What follows belongs to an exercise in optimizing a design on an open flow for small area, a short achievable clock period and few clock cycles per item; a production flow would make more cautious choices.
Only simulation tests tie the RTL to the original design; equivalence was not proved.

==> run A <==
==> flow/design.v (excerpt) <==
module mult_ex #(
    parameter WIDTH = 32
) (
    input  logic            clk,
    input  logic            rst_n,
    input  logic[WIDTH-1:0] a,
    input  logic[WIDTH-1:0] b,
    output logic[WIDTH-1:0] lo,
    output logic[WIDTH-1:0] hi,
    input  logic           valid_in,
    output logic           ready_out,
    output logic           valid_out,
    input  logic           ready_in
);
==> flow/config.mk <==
export PLATFORM = sky130hd
export DESIGN_NAME = mult_ex
export DESIGN_NICKNAME = mult_ex
export VERILOG_FILES = /design/flow/design.v
export SDC_FILE = /design/flow/constraint.sdc
export NUM_CORES = 4
export LEC_CHECK = 0
export ABC_CLOCK_PERIOD_IN_PS = 3000
export CAP_MARGIN = 20
export CORE_MARGIN = 2
export CORE_UTILIZATION = 65
export SLEW_MARGIN = 20
==> flow/constraint.sdc <==
create_clock -name core_clock -period 11.0 [get_ports {clk}]
set_input_delay 2.2000 -clock core_clock [delete_from_list [all_inputs] [get_ports {clk}]]
set_output_delay 2.2000 -clock core_clock [all_outputs]
set_load 0.01 [all_outputs]
standard.sh (not shown) runs the stock make flow with config.mk's settings and CLKGATE_MAP_FILE= SYNTH_SCRIPT=/design/flow/synth_recipe.tcl, a recipe that flattens the netlist after the stock synthesis.
==> flow/flow/run.sh <==
#!/bin/bash
set -euo pipefail
sed '1s/-noshare /-noshare -noabc /' synth_recipe.tcl > flow_synth.tcl
grep -q -- '-noabc' flow_synth.tcl
bash standard.sh SYNTH_SCRIPT="$PWD/flow_synth.tcl" \
    "BUFFER_PORTS_ARGS=-buffer_cell sky130_fd_sc_hd__buf_4" \
    MATCH_CELL_FOOTPRINT=0 SETUP_SLACK_MARGIN=7.3 finish > standard_flow.log 2>&1
==> run F: changes against run A <==
--- a/flow/flow/run.sh
+++ b/flow/flow/run.sh
@@ -6,2 +6,2 @@
     "BUFFER_PORTS_ARGS=-buffer_cell sky130_fd_sc_hd__buf_4" \
-    MATCH_CELL_FOOTPRINT=0 SETUP_SLACK_MARGIN=7.3 finish > standard_flow.log 2>&1
+    MATCH_CELL_FOOTPRINT=0 SETUP_SLACK_MARGIN=7.6 finish > standard_flow.log 2>&1
Settings changed: CORE_UTILIZATION 65 to 40.
==> qor summary <==
| item | run A | run F |
|---|---|---|
| Final design instance area without fill | 39400 um2 | 44600 um2 |
| Clock buf/inv share | 3.52% | 3.10% |
| Largest net degree at the start of global routing | 194 | 126 |
| Area inside the core boundary | 54100 um2 | 88500 um2 |
| Final Critical Period | 3.83 ns | 3.93 ns |
| Routability cong. | 0.933 | 0.903 |
| Combined buffer and inverter count along the critical path | 0 | 1 |
| Status | timing/DRC/antenna clean | timing/DRC/antenna clean |
| Layout filler cell count | 3682 | 7401 |
| Sequential cell area | 10900 um2 | 10900 um2 |
| Number of cell instances on the worst register-to-register path | 12 | 13 |
| Die span in x | 239 um | 303 um |
| Met3 track demand over resource | 18.6% | 11.7% |
| Detailed route wirelength on metal2 | 45700 um | 53000 um |
Testbench counts of run A, summed over its fixed seeds: cycles 2,072, items 2,048.
Testbench counts of run F, summed over its fixed seeds: cycles 2,072, items 2,048.


==> inputs of onyx <==
mult_ex again, from the RTL that the note above started with.
==> flow/config.mk <==
export PLATFORM = sky130hd
export DESIGN_NAME = mult_ex
export DESIGN_NICKNAME = mult_ex
export VERILOG_FILES = /design/flow/design.v
export SDC_FILE = /design/flow/constraint.sdc
export NUM_CORES = 4
export LEC_CHECK = 0
export ABC_CLOCK_PERIOD_IN_PS = 3000
export CAP_MARGIN = 20
export CORE_MARGIN = 2
export CORE_UTILIZATION = 55
export PLACE_DENSITY = 0.75
export SLEW_MARGIN = 20
==> flow/constraint.sdc <==
create_clock -name core_clock -period 11.0 [get_ports {clk}]
set_input_delay 2.2000 -clock core_clock [delete_from_list [all_inputs] [get_ports {clk}]]
set_output_delay 2.2000 -clock core_clock [all_outputs]
set_load 0.01 [all_outputs]
==> flow/flow/run.sh <==
#!/bin/bash
set -euo pipefail
sed '1s/-noshare /-noshare -noabc /' synth_recipe.tcl > flow_synth.tcl
grep -q -- '-noabc' flow_synth.tcl
bash standard.sh SYNTH_SCRIPT="$PWD/flow_synth.tcl" \
    "BUFFER_PORTS_ARGS=-buffer_cell sky130_fd_sc_hd__buf_2" \
    MATCH_CELL_FOOTPRINT=0 SETUP_SLACK_MARGIN=7.3 finish > standard_flow.log 2>&1
==> inputs of tundra, as changes to onyx <==
==> flow/flow/run.sh (replaced) <==
#!/bin/bash
set -euo pipefail
sed '1s/-noshare /-noshare -noabc /' synth_recipe.tcl > flow_synth.tcl
grep -q -- '-noabc' flow_synth.tcl
bash standard.sh SYNTH_SCRIPT="$PWD/flow_synth.tcl" \
    "BUFFER_PORTS_ARGS=-buffer_cell sky130_fd_sc_hd__buf_4" \
    MATCH_CELL_FOOTPRINT=0 SETUP_SLACK_MARGIN=7.3 finish > standard_flow.log 2>&1
PLACE_DENSITY = not set   (was 0.75)
==> summary of the runs <==
Area after synthesis is the same in onyx and tundra. Against onyx, the sequential share of layout area of tundra is lower by 0.076 points. Sequential cell count is the same in tundra and onyx. In die area, tundra and onyx do not differ. First-iteration DRC count: tundra is smaller than onyx (20%).
==> figures <==
| item | onyx | tundra |
|---|---|---|
| Worst Hold Margin | 0.470 ns | 0.469 ns |
| Met1 global-route usage | 41.4% | 47.6% |
| Least setup slack across all paths after layout | 7.09 ns | 7.23 ns |
| First drt pass iteration count | 10 | 6 |
| Outcome | finished clean | finished clean |
| Non-clk buf share | 4.81% | 5.46% |
| Remaining max-slew budget at the tightest pin | 24.1% | 30.7% |
| Highest clock rate | 255 MHz | 265 MHz |
| Worst hold path endpoint | skid_a[20]$_DFF_P_ | head_v$_DFFE_PN0N_ |
| Starting DRT DRC Count | 4180 | 3353 |
| CP Launch Point | m_c33_0$_DFFE_PN_ | m_c33_2$_DFFE_PN_ |
| Multi-input combinational gate total | 2182 | 2181 |
Testbench counts of onyx, summed over its fixed seeds: cycles 2,072, items 2,048.
Testbench counts of tundra, summed over its fixed seeds: cycles 2,072, items 2,048.

-- re-timing with driven ports --
How much do the figures lean on ideal ports? The routed layouts below were timed once more, with nothing changed but the port constraints.
Step 1 (the two cells are an assumption about what drives the block):
set clk [get_ports {clk}]
set_driving_cell -lib_cell sky130_fd_sc_hd__clkbuf_16 $clk
set_driving_cell -lib_cell sky130_fd_sc_hd__buf_2 [delete_from_list [all_inputs] $clk]
Step 2 also shifts input and output timing later by t, the mid clock arrival at the registers, as if the neighbouring blocks saw the same clock.
Slacks: ideal ports / drivers / drivers and shift; pairs: ideal ports / drivers.
run | shift t [ns] | setup slack, ns | worst setup path at the end
run A | 0.637 | 7.174 / 7.174 / 6.933 | input to register
run F | 0.651 | 7.068 / 7.068 / 7.068 | register to register
onyx | 0.642 | 7.085 / 7.085 / 6.844 | input to register
tundra | 0.643 | 7.228 / 7.228 / 7.093 | input to register
After both steps every run listed still meets setup and hold.
